Context: an optimization exercise on an open-source flow, tuned for small area. The choices shown serve that exercise and are no tape-out recipe.
Only simulation tests tie the RTL to the original design; equivalence was not proved.
Power figures rest on the tool's default switching activity, not on a simulated workload.

// ALU_DESIGN
module ALU_DESIGN #(parameter DW = 8, CW = 4)(INP_VALID,OPA,OPB,CIN,CLK,RST,CMD,CE,MODE,COUT,OFLOW,RES,G,E,L,ERR);
  input [DW-1:0] OPA,OPB;
  input CLK,RST,CE,MODE,CIN;
  input [CW-1:0] CMD;
  input [1:0] INP_VALID;
  output reg [DW:0] RES;
  output reg COUT;
  output reg OFLOW;
  output reg G;
  output reg E;
  output reg L;
  output reg ERR;
  reg [7:0] A, B;
  reg [3:0] C;
  reg VA, VB;
  reg [4:0] W;
  reg [7:0] T1, T2;
  reg TZ;
  always @(posedge CLK) begin
    if (INP_VALID[0]) A <= OPA;
    if (INP_VALID[1]) B <= OPB;
    if (|INP_VALID) C <= CMD;
    VA <= ~RST & (VA | INP_VALID[0]);
    VB <= ~RST & (VB | INP_VALID[1]);
    if (RST | (|INP_VALID)) W <= 5'd0;
    else if ((VA ^ VB) & ~W[4]) W <= W + 5'd1;
  end
  wire both = VA & VB;
  wire live = ~RST & both;
  wire upd = CE & (RST | both);
  wire [15:0] c;
  genvar k;
  generate for (k = 0; k < 16; k = k + 1) begin : dec
    assign c[k] = (C == k);
  end endgenerate
  wire pa = c[0] | c[1] | c[2] | c[3] | c[4] | c[5] | c[8] | c[9];
  wire pt = c[10];
  wire pone = c[6];
  wire qb = c[0] | c[1] | c[2] | c[3] | c[6] | c[7] | c[8];
  wire qt = c[10];
  wire qinv = c[1] | c[3] | c[5] | c[8] | c[10];
  wire ci = c[1] | (c[2] & CIN) | (c[3] & ~CIN) | c[7] | c[9] | c[10];
  wire [7:0] P = ({8{pa}} & A) | ({8{pt}} & T1) | {8{pone}};
  wire [7:0] Q = (({8{qb}} & B) | ({8{qt}} & T2)) ^ {8{qinv}};
  wire [8:0] cc;
  wire [8:0] S;
  assign cc[0] = ci;
  generate for (k = 0; k < 8; k = k + 1) begin : add
    assign S[k] = P[k] ^ Q[k] ^ cc[k];
    assign cc[k+1] = (P[k] & Q[k]) | (cc[k] & (P[k] ^ Q[k]));
  end endgenerate
  assign S[8] = cc[8] ^ (pone | qinv);
  wire F = &S[7:0];
  wire LT = S[8] & ~(~ci & F);
  wire [8:0] M;
  wire mw1;
  assign mw1 = T1[0] & T2[0];
  wire mw2;
  assign mw2 = T1[0] & T2[1];
  wire mw3;
  assign mw3 = T1[0] & T2[2];
  wire mw4;
  assign mw4 = T1[0] & T2[3];
  wire mw5;
  assign mw5 = T1[0] & T2[4];
  wire mw6;
  assign mw6 = T1[0] & T2[5];
  wire mw7;
  assign mw7 = T1[0] & T2[6];
  wire mw8;
  assign mw8 = T1[0] & T2[7];
  wire mw9;
  ...
clock: 6.0 ns
lec_check: 0
cap_margin: 20
core_margin: 2
core_utilization: 40
slew_margin: 20
run.sh (not shown) runs the stock make flow with config.mk's settings and CLKGATE_MAP_FILE= SYNTH_SCRIPT=/design/flow/synth_recipe.tcl, a recipe that flattens the netlist after the stock synthesis.
The baseline produced a clean layout.
Next try:
Settings changed: CAP_MARGIN 20 to 0, CTS_BUF_LIST set to sky130_fd_sc_hd__clkbuf_8, CTS_CLUSTER_DIAMETER set to 500, CTS_CLUSTER_SIZE set to 64, GPL_TIMING_DRIVEN set to 0, SLEW_MARGIN 20 to 0.
=> Power goes down by 14%; wire length went up by 4.1%; final area shrinks by 2.1%; clock power came out lower by 35%; worst setup slack improves by 0.0063 ns; sequential cell count is unchanged.
Next try:
==> flow/flow/run.sh (new file) <==
#!/bin/bash
# Own layout flow: the standard flow (standard.sh) with three changes.
#  1. Synthesis is the standard flow's own script (synth_recipe.tcl, so the registers and their names are the
#     standard synthesis's), except that ABC's technology mapping uses flow/area.abc, an
#     area-oriented script, instead of ORFS's delay-oriented one.
#  2. Port buffers are sky130_fd_sc_hd__buf_1 instead of the resizer's default pick.
#  3. CTS uses clkbuf_4 only and inserts no dummy loads.
# Every tool's output goes to logs in this folder (make.log, def.log) and to ORFS's own logs
# under orfs/logs/.
set -euo pipefail
W=$(pwd)
F=$W/flow

cat > "$W/own_synth.tcl" <<EOT
proc abc {args} {
  set i [lsearch -exact \$args -script]
  if {\$i >= 0} { lset args [expr {\$i + 1}] $F/area.abc }
  yosys abc {*}\$args
}
source $W/synth_recipe.tcl
EOT

bash "$W/standard.sh" \
  SYNTH_SCRIPT="$W/own_synth.tcl" \
  BUFFER_PORTS_ARGS="-buffer_cell sky130_fd_sc_hd__buf_1" \
  CTS_ARGS="-sink_clustering_enable -repair_clock_nets -dont_use_dummy_load -buf_list sky130_fd_sc_hd__clkbuf_4" \
  finish > "$W/make.log" 2>&1
==> flow/flow/area.abc (new file) <==
strash
dch
map -a
topo
stime -c
==> flow/standard.sh (new file) <==
#!/bin/bash
# synth_recipe.tcl (not shown) runs the flow's synth.tcl, then flattens the netlist and writes it again
# the make line also repeats each setting of config.mk as NAME=value (left out here)
make -C /OpenROAD-flow-scripts/flow DESIGN_CONFIG=/design/flow/config.mk WORK_HOME=/design/flow/orfs CLKGATE_MAP_FILE= SYNTH_SCRIPT=/design/flow/synth_recipe.tcl "${@:-finish}"
Settings changed: CTS_BUF_LIST sky130_fd_sc_hd__clkbuf_8 to unset, CTS_CLUSTER_DIAMETER 500 to unset, CTS_CLUSTER_SIZE 64 to unset.
removed: flow/run.sh
Outcome: Worst hold slack got worse by 0.033 ns. Design area shrinks by 13%. Die area shrinks by 12%. Via count shrinks by 6.5%. First-iteration DRC count shrinks by 25%. Maximum frequency grows by 1.7%. Clock power shrinks by 49%. Synthesized area shrinks by 12%.
Next try:
==> flow/run.sh (new file) <==
#!/bin/bash
# synth_recipe.tcl (not shown) runs the flow's synth.tcl, then flattens the netlist and writes it again
# the make line also repeats each setting of config.mk as NAME=value (left out here)
make -C /OpenROAD-flow-scripts/flow DESIGN_CONFIG=/design/flow/config.mk WORK_HOME=/design/flow/orfs CLKGATE_MAP_FILE= SYNTH_SCRIPT=/design/flow/synth_recipe.tcl finish
Settings changed: CTS_BUF_LIST set to sky130_fd_sc_hd__clkbuf_4, CTS_CLUSTER_DIAMETER set to 200, CTS_CLUSTER_SIZE set to 16.
removed: flow/flow/run.sh
removed: flow/flow/area.abc
removed: flow/standard.sh
After rerunning: Routed wire length is higher by 17%. Utilization is higher by 1.1 points. Global-route usage is higher by 1.1 points. Die area is higher by 13%. Worst setup slack got worse by 0.13 ns. Combinational power is higher by 7.5%. Critical path depth is lower by 1. Clock skew is lower by 0.0057 ns. Clock-buffer cell count is higher by 3.

========
## build 88
Another version of the RTL of ALU_DESIGN (not shown whole).
Size: roughly 430 cells after synthesis, ~57 flip-flops.
clock: 6.0 ns
lec_check: 0
cap_margin: 0
core_margin: 2
core_utilization: 50
gpl_timing_driven: 0
setup_slack_margin: 0.0
slew_margin: 0
standard.sh (not shown) runs the stock make flow with config.mk's settings and CLKGATE_MAP_FILE= SYNTH_SCRIPT=/design/flow/synth_recipe.tcl, a recipe that flattens the netlist after the stock synthesis.
==> flow/flow/run.sh <==
#!/bin/bash
# Own layout flow: the standard flow (standard.sh) with these changes.
#  1. Synthesis is the standard flow's own script (synth_recipe.tcl), so the registers and their names are
#     the standard synthesis's, except that
#     - Yosys's synth runs with -noabc as well as -nofsm -noshare: its quick generic ABC
#       pass is skipped, so the full and half adders that ORFS extracts afterwards keep the
#       polarity written in the RTL (fewer inverters between adder cells);
#     - ABC's technology mapping uses flow/area.abc, an area-oriented script, instead of
#       ORFS's delay-oriented one.
#  2. Port buffers are sky130_fd_sc_hd__buf_1 instead of the resizer's default pick.
#  3. CTS uses clkbuf_4 only and inserts no dummy loads.
# Every tool's output goes to logs in this folder (make.log) and to ORFS's own logs under
# orfs/logs/.
set -euo pipefail
W=$(pwd)
F=$W/flow

grep -q '^proc synth {args} { yosys synth -nofsm -noshare {\*}$args }$' "$W/synth_recipe.tcl"
sed 's/^proc synth {args} { yosys synth -nofsm -noshare {\*}$args }$/proc synth {args} { yosys synth -nofsm -noshare -noabc {*}$args }/' \
  "$W/synth_recipe.tcl" > "$W/own_synth_recipe.tcl"
grep -q -- '-noabc' "$W/own_synth_recipe.tcl"

cat > "$W/own_synth.tcl" <<EOT
proc abc {args} {
  set i [lsearch -exact \$args -script]
  if {\$i >= 0} { lset args [expr {\$i + 1}] $F/area.abc }
  yosys abc {*}\$args
}
source $W/own_synth_recipe.tcl
EOT

bash "$W/standard.sh" \
  SYNTH_SCRIPT="$W/own_synth.tcl" \
  BUFFER_PORTS_ARGS="-buffer_cell sky130_fd_sc_hd__buf_1" \
  CTS_ARGS="-sink_clustering_enable -repair_clock_nets -dont_use_dummy_load -buf_list sky130_fd_sc_hd__clkbuf_4" \
  finish > "$W/make.log" 2>&1
==> flow/flow/area.abc <==
strash
balance
rewrite
refactor
balance
rewrite
rewrite -z
balance
refactor -z
rewrite -z
balance
dch -f
amap
topo
The inputs of build 79 differ from those of build 88 as listed below.
Settings: changing SETUP_SLACK_MARGIN from 0.0 to 0.1.
--- outcome ---
On clock network power, build 88 and build 79 are neck and neck. Going from build 88 to build 79, clock group share of total power saw a decrease, total power shows an increase of 0.41%. The non-clock buffer total of the final layout in build 88 is 0.902 times that in build 79. For build 79, the highest-delay cell along the critical path was sky130_fd_sc_hd__edfxtp_1, unlike build 88, where it was sky130_fd_sc_hd__fa_1. Build 79 ends up with higher length of routed met2 wiring than build 88 does. Summary of build 79 over build 88: largest vdd supply drop about even, minimum clock period after layout fell 160 ps.
Inputs modified between build 79 and build 5:
Settings: SETUP_SLACK_MARGIN: 0.1 -> 0.0.
-- flow/flow/area.abc --
<<< build 79, line 1
strash
>>> build 5, line 1
strash
balance
rewrite
refactor
balance
rewrite
rewrite -z
balance
refactor -z
rewrite -z
balance
strash
==> results.txt <==
There was hardly any difference in sequential share of layout area between build 79 and build 5.
Last weighted congestion value of the routability-driven placer: build 79 vs build 5, no meaningful difference
Going from build 79 to build 5, cell area after layout moved down, die area moved down, final cycle utilization of the critical path moved up, relative area of clock buffers and inverters in the final design level.
Share of power burned in registers ended up 1.1 points higher on build 5 than on build 79.
Routed wire length, build 79 and build 5: lower on build 5
On vertical extent of the die, build 79 and build 5 are neck and neck.
Compared with build 79, build 5 shows synthesized cell count that has gone up slightly.

========
## run a
ALU_DESIGN with an RTL version that a note above also has.
Size in the first run: ~59 flip-flops, roughly 5000 µm² of cells after synthesis.
clock: 6.0 ns
lec_check: 0
cap_margin: 20
core_margin: 2
core_utilization: 40
cts_buf_list: sky130_fd_sc_hd__clkbuf_8
cts_cluster_diameter: 200
cts_cluster_size: 30
gpl_timing_driven: 0
slew_margin: 20
run.sh (not shown) runs the stock make flow with config.mk's settings and CLKGATE_MAP_FILE= SYNTH_SCRIPT=/design/flow/synth_recipe.tcl, a recipe that flattens the netlist after the stock synthesis.
Stock flow here: none of the scripts above is used.
Here is what was changed in the inputs of run b compared with run a.
Settings: swapping 20 for 0 in CAP_MARGIN; swapping 30 for 100 in CTS_CLUSTER_SIZE; swapping 200 for 500 in CTS_CLUSTER_DIAMETER; swapping sky130_fd_sc_hd__clkbuf_8 for sky130_fd_sc_hd__clkbuf_16 in CTS_BUF_LIST; swapping 20 for 0 in SLEW_MARGIN.
==> comparison <==
Run b completed end to end with timing, DRC and antenna clean. Between run b and run a, the maximum clock frequency is higher for run b. Number of fill cells in the layout in run b is 9 lower than in run a. STATUS final period demand of the worst path: run b wins against run a. On count of clock buffers in the final design, the lower figure sits with run a, not run b. Biggest power consumer among the groups: clock -> run b, registers -> run a. | maximum VDD drop | run b vs run a | worse |. Run b vs. run a: area growth from synthesis to layout rose 1.8 points, final-layout non-clock buffer area share shows a reduction of 0.15 points. Run b against run a: final standard cell area without fillers went up by 1.5%, maximum fanout along the worst path was more or less identical, final cell utilization of the core went up by 0.75 points.

========
ALU_DESIGN, a different RTL version from the one above (not shown whole).
Size in the first run: roughly 57 flip-flops, roughly 42 I/O pins, roughly 4100 um^2 of cells after synthesis.
Design ALU_DESIGN, start of the top module:
module ALU_DESIGN #(parameter DW = 8, CW = 4)(INP_VALID,OPA,OPB,CIN,CLK,RST,CMD,CE,MODE,COUT,OFLOW,RES,G,E,L,ERR);
  input [DW-1:0] OPA,OPB;
  input CLK,RST,CE,MODE,CIN;
  input [CW-1:0] CMD;
  input [1:0] INP_VALID;
  output reg [DW:0] RES;
  output COUT;
  output OFLOW;
  output G;
  output E;
  output L;
  output reg ERR;
  reg [7:0] A, B;
  reg [3:0] C;
  reg VA, VB;
  reg [4:0] W;
  reg [7:0] NT1, NT2;
  wire [7:0] T1 = ~NT1;
  wire [7:0] T2 = ~NT2;
  reg TZ;
  reg [2:0] FL;
  assign COUT = ~FL[2] & ~FL[1] & FL[0];
  assign OFLOW = ~FL[2] & FL[1] & ~FL[0];
  assign G = FL[2] & ~FL[1] & ~FL[0];
  assign E = FL[2] & ~FL[1] & FL[0];
  assign L = FL[2] & FL[1] & ~FL[0];
  always @(posedge CLK) begin
    if (INP_VALID[0]) A <= OPA;
    if (INP_VALID[1]) B <= OPB;
    if (|INP_VALID) C <= CMD;
    VA <= ~RST & (VA | INP_VALID[0]);
    VB <= ~RST & (VB | INP_VALID[1]);
    if (RST | (|INP_VALID)) W <= 5'd0;
    else if ((VA ^ VB) & ~W[4]) W <= W + 5'd1;
  end
  wire both = VA & VB;
  wire live = ~RST & both;
  wire upd = CE & (RST | both);
  wire [15:0] c;
  genvar k;
  generate for (k = 0; k < 16; k = k + 1) begin : dec
    assign c[k] = (C == k);
  end endgenerate
  wire pa = c[0] | c[1] | c[2] | c[3] | c[4] | c[5] | c[8] | c[9];
  wire pt = c[10];
  wire pone = c[6];
  wire qb = c[0] | c[1] | c[2] | c[3] | c[6] | c[7] | c[8];
  wire qt = c[10];
  wire qinv = c[1] | c[3] | c[5] | c[8] | c[10];
  wire ci = c[1] | (c[2] & CIN) | (c[3] & ~CIN) | c[7] | c[9] | c[10];
  wire [7:0] P = ({8{pa}} & A) | ({8{pt}} & T1) | {8{pone}};
  wire [7:0] Q = (({8{qb}} & B) | ({8{qt}} & T2)) ^ {8{qinv}};
  wire [8:0] cc;
  wire [8:0] S;
  assign cc[0] = ci;
  generate for (k = 0; k < 8; k = k + 1) begin : add
    assign S[k] = P[k] ^ Q[k] ^ cc[k];
    assign cc[k+1] = (P[k] & Q[k]) | (cc[k] & (P[k] ^ Q[k]));
  end endgenerate
  assign S[8] = cc[8] ^ (pone | qinv);
  wire F = &S[7:0];
  wire LT = S[8] & ~(~ci & F);
  wire [8:0] M;
  wire mw1;
  assign mw1 = T1[0] & T2[0];
  wire mw2;
  assign mw2 = T1[0] & T2[1];
  wire mw3;
  assign mw3 = T1[0] & T2[2];
  wire mw4;
  assign mw4 = T1[0] & T2[3];
  wire mw5;
  assign mw5 = T1[0] & T2[4];
  wire mw6;
  assign mw6 = T1[0] & T2[5];
  wire mw7;
  assign mw7 = T1[0] & T2[6];
  wire mw8;
  assign mw8 = T1[0] & T2[7];
  ...
Settings: LEC_CHECK=0, CAP_MARGIN=0, CORE_MARGIN=2, CORE_UTILIZATION=60, GPL_TIMING_DRIVEN=0, SETUP_SLACK_MARGIN=0.1, SLEW_MARGIN=0; clock period 6.0 ns.
standard.sh (not shown) runs the stock make flow with config.mk's settings and CLKGATE_MAP_FILE= SYNTH_SCRIPT=/design/flow/synth_recipe.tcl, a recipe that flattens the netlist after the stock synthesis.
==> flow/flow/run.sh <==
#!/bin/bash
# Own layout flow: the standard flow (standard.sh) with three changes.
#  1. Synthesis is the standard flow's own script (synth_recipe.tcl, so the registers and their names are the
#     standard synthesis's), except that ABC's technology mapping uses flow/area.abc, an
#     area-oriented script, instead of ORFS's delay-oriented one.
#  2. Port buffers are sky130_fd_sc_hd__buf_1 instead of the resizer's default pick.
#  3. CTS uses clkbuf_4 only and inserts no dummy loads.
# Every tool's output goes to logs in this folder (make.log, def.log) and to ORFS's own logs
# under orfs/logs/.
set -euo pipefail
W=$(pwd)
F=$W/flow

cat > "$W/own_synth.tcl" <<EOT
proc abc {args} {
  set i [lsearch -exact \$args -script]
  if {\$i >= 0} { lset args [expr {\$i + 1}] $F/area.abc }
  yosys abc {*}\$args
}
source $W/synth_recipe.tcl
EOT

bash "$W/standard.sh" \
  SYNTH_SCRIPT="$W/own_synth.tcl" \
  BUFFER_PORTS_ARGS="-buffer_cell sky130_fd_sc_hd__buf_1" \
  CTS_ARGS="-sink_clustering_enable -repair_clock_nets -dont_use_dummy_load -buf_list sky130_fd_sc_hd__clkbuf_4" \
  finish > "$W/make.log" 2>&1
==> flow/flow/area.abc <==
strash
balance
rewrite
refactor
balance
rewrite
rewrite -z
balance
refactor -z
rewrite -z
balance
dch -f
amap
topo
Then changed:
Settings changed: CORE_UTILIZATION 60 to 50.
=>
- The changed run ran to the end with no violations
- worst setup slack is better by 39 ps
- routed wire length increases by 6.3%
- cell area hardly moves
- die area rose by 19%
- sequential share of layout area goes down by 0.10 points
- flip-flop and latch count does not change
- maximum frequency climbs by 0.69%
- first-iteration DRC count decreases by 27%
- clock-buffer cell count does not change
- power goes up by 0.62%

[static timing again, ports no longer ideal]
How much do the figures lean on ideal ports? The routed layouts below were timed once more, with nothing changed but the port constraints.
Step 1 assumes that a clkbuf_16 drives the clock port and a buf_2 every other input.
Step 2, shift: input delay + t, output delay - t, t = (earliest + latest rising clock arrival at the registers) / 2. This alone moves slack from input paths to output paths.
a / b / c = ideal / step 1 / step 2; a / b = the first two.
| run | shift t [ns] | setup WS [ns] | clock arrival spread, ns | pins driven straight from the clock port |
|---|---|---|---|---|
| the first run of note 1 | 0.365 | 0.163 / 0.179 / -0.186 | 0.010 / 0.010 | 1 |
| the second run of note 1 | 0.385 | 0.169 / 0.183 / -0.202 | 0.010 / 0.011 | 1 |
| the third run of note 1 | 0.426 | 0.269 / 0.277 / -0.149 | 0.025 / 0.026 | 1 |
| the fourth run of note 1 | 0.452 | 0.143 / 0.154 / -0.298 | 0.019 / 0.020 | 1 |
| build 88 | 0.414 | 0.216 / 0.216 / 0.216 | 0.039 / 0.039 | 1 |
| build 79 | 0.413 | 0.375 / 0.375 / 0.258 | 0.035 / 0.036 | 1 |
| build 5 | 0.422 | 0.185 / 0.185 / -0.032 | 0.033 / 0.033 | 1 |
| run a | 0.385 | 0.169 / 0.183 / -0.202 | 0.010 / 0.011 | 1 |
| run b | 0.376 | 0.200 / 0.218 / -0.157 | 0.009 / 0.009 | 1 |
| the first run of note 4 | 0.416 | 0.295 / 0.295 / -0.018 | 0.024 / 0.024 | 1 |
| the second run of note 4 | 0.408 | 0.334 / 0.334 / 0.040 | 0.032 / 0.032 | 1 |
With both steps, setup timing fails in 8 of these runs, where it was met with ideal ports. The setup slack of the fourth run of note 1, which loses most, moves by +0.011 ns with the drivers and by -0.441 ns with both steps.
